Source: an optimization exercise on an open RTL-to-GDS flow (aim: small area). Production flows keep margins and buffers that such runs may drop. Only simulation tests tie the RTL to the original design; equivalence was not proved. Power and IR drop assume default switching activity.

== run 1 ==
## lasd_cpu
module lasd_cpu (
input wire clk,
input wire rst_n,
output wire [7:0] instr_addr,
input wire [31:0] instr,
input wire [7:0] sw_in,
output wire [7:0] data_out,
output wire [7:0] reg_x1, reg_x2, reg_x3, reg_x4, reg_x5, reg_x6, reg_x7
);
Size: roughly 2,100 flip-flops, roughly 110 I/O pins, about 76,000 um^2 of cells after synthesis.
export LEC_CHECK = 0
export CAP_MARGIN = 20
export CORE_MARGIN = 2
export CORE_UTILIZATION = 35
export PLACE_DENSITY = 0.85
export SLEW_MARGIN = 20
export SYNTH_HIERARCHICAL = 1
create_clock -name core_clock -period 10.0 [get_ports {clk}]
standard.sh (not shown) runs the stock make flow with config.mk's settings and CLKGATE_MAP_FILE= SYNTH_SCRIPT=/design/flow/synth_recipe.tcl, a recipe that flattens the netlist after the stock synthesis.
==> flow/flow/run.sh <==
#!/bin/bash
# Layout flow: the standard flow (standard.sh: the standard synthesis and
# ORFS place and route) with three changes to how the layout is made:
#  - ports are buffered with buf_1 instead of a delay cell,
#  - clock tree synthesis uses no dummy loads,
#  - clock tree buffers are clkbuf_8, with clusters of up to 18 sinks.
# Every tool's output is kept in a log file in this folder.
set -e
export BUFFER_PORTS_ARGS="-buffer_cell sky130_fd_sc_hd__buf_1"
export CTS_ARGS="-sink_clustering_enable -repair_clock_nets -dont_use_dummy_load -sink_clustering_size 18 -sink_clustering_max_diameter 60 -buf_list {sky130_fd_sc_hd__clkbuf_8}"
bash standard.sh > standard_flow.log 2>&1
Inputs modified between run 1 and run 2:
Settings: swapping 0.85 for 0.9 in PLACE_DENSITY; swapping 35 for 50 in CORE_UTILIZATION.
No stage failed in run 2, and the final checks on the layout all came back clean. The final reports for run 2 and run 1 show share of the final layout cell area in multi-input gates higher in the former. Re total negative setup slack: no difference whatsoever between run 1 and run 2. The number of search-and-repair iterations in the first detailed-routing pass reported for run 2 is greater than that of run 1 by 1.
[inputs] run 3 vs run 2
Settings: changing CORE_UTILIZATION from 50 to 35.
==> flow/flow/run.sh <==
#!/bin/bash
# Layout flow: the standard flow (standard.sh: the standard synthesis and
# ORFS place and route) with three changes to how the layout is made:
#  - ports are buffered with buf_1 instead of a delay cell,
#  - clock tree synthesis uses no dummy loads,
#  - clock tree buffers are clkbuf_8, with clusters of up to 16 sinks.
# Every tool's output is kept in a log file in this folder.
set -e
export BUFFER_PORTS_ARGS="-buffer_cell sky130_fd_sc_hd__buf_1"
export CTS_ARGS="-sink_clustering_enable -repair_clock_nets -dont_use_dummy_load -sink_clustering_size 16 -sink_clustering_max_diameter 60 -buf_list {sky130_fd_sc_hd__clkbuf_8}"
bash standard.sh > standard_flow.log 2>&1
## What came out
For run 2 and run 3, there was not a single run that failed to finish clean.
Summary of run 3 over run 2: power now sits higher; cell count now sits higher.
Summary: slack of the critical path, run 3 worse than run 2
Higher cell area reported after detailed placement goes to run 3 over run 2.
Looking only at die area, and setting everything else aside, the higher value of run 2 and run 3 goes to run 3.
Compared to run 2, run 3 has maximum single-stage delay on the critical path 70 ps higher.
Run 3 ends up with lower share of the final layout cell area in sequential cells than run 2 does.
Switching power of the nets: run 3 vs run 2 up about 1.4%
Proportion of synthesized flip-flops having asynchronous set or reset came out exactly the same in run 2 and run 3.
Compared run 3 against run 2; number of antenna repair diodes within noise.
registradores.reg_g[4].bit_g[2].u.q$_DFF_PN0_ as the endpoint of the most critical setup path was reported by run 3, and registradores.reg_g[7].bit_g[0].u.q$_DFF_PN0_ by run 2.
The final reports for run 3 and run 2 show well-tap cell count higher in the former.
The inputs of run 4 differ from those of run 3 as listed below.
==> flow/flow/run.sh <==
#!/bin/bash
# Layout flow: the standard flow (standard.sh: the standard synthesis and
# ORFS place and route) with three changes to how the layout is made:
#  - ports are buffered with buf_1 instead of a delay cell,
#  - clock tree synthesis uses no dummy loads,
#  - clock tree buffers are clkbuf_8, with clusters of up to 18 sinks.
# Every tool's output is kept in a log file in this folder.
set -e
export BUFFER_PORTS_ARGS="-buffer_cell sky130_fd_sc_hd__buf_1"
export CTS_ARGS="-sink_clustering_enable -repair_clock_nets -dont_use_dummy_load -sink_clustering_size 18 -sink_clustering_max_diameter 60 -buf_list {sky130_fd_sc_hd__clkbuf_8}"
bash standard.sh > standard_flow.log 2>&1
Notes after the runs:
Compared run 4 against run 3; met2 global-route usage within noise. In run 4, cell count of the worst reg-to-reg path is higher than in run 3. Run 3 has higher clock network area share than run 4. Going from run 3 to run 4, clock skew rose 24 ps; switching share of total power about even; highest attainable clock frequency rose 1.3 MHz; filler-free cell count of the finished design about even; portion of netlist area occupied by mux cells about even. Across both runs, number of stages on the worst setup path was higher for run 4 than for run 3. Run 4 ends up with a setup slack after layout that is 95 ps higher than in run 3. Looking at run 4 and run 3, the worst hold slack is a wash.

[static timing again, ports no longer ideal]
No port has a modelled driver above. Below, the same layouts with a new extraction and two added sets of constraints.
Step 1 (the two cells are an assumption about what drives the block):
set clk [get_ports {clk}]
set_driving_cell -lib_cell sky130_fd_sc_hd__clkbuf_16 $clk
set_driving_cell -lib_cell sky130_fd_sc_hd__buf_2 [delete_from_list [all_inputs] $clk]
Step 2 also shifts input and output timing later by t, the mid clock arrival at the registers, as if the neighbouring blocks saw the same clock.
a / b / c = ideal / step 1 / step 2; a / b = the first two.
run | shift t [ns] | slack for setup (ns) | hold WS [ns] | worst register clock-pin slew, ns
run 1 | 0.974 | 1.549 / 1.612 / 0.638 | 0.466 / 0.466 / 0.466 | 0.12 / 0.12
run 2 | 0.997 | 1.566 / 1.608 / 0.611 | 0.469 / 0.469 / 0.469 | 0.12 / 0.12
run 3 | 1.005 | 1.379 / 1.429 / 0.424 | 0.469 / 0.469 / 0.469 | 0.11 / 0.11
run 4 | 0.992 | 1.474 / 1.524 / 0.532 | 0.466 / 0.466 / 0.466 | 0.12 / 0.12
After both steps every run listed still meets setup and hold.
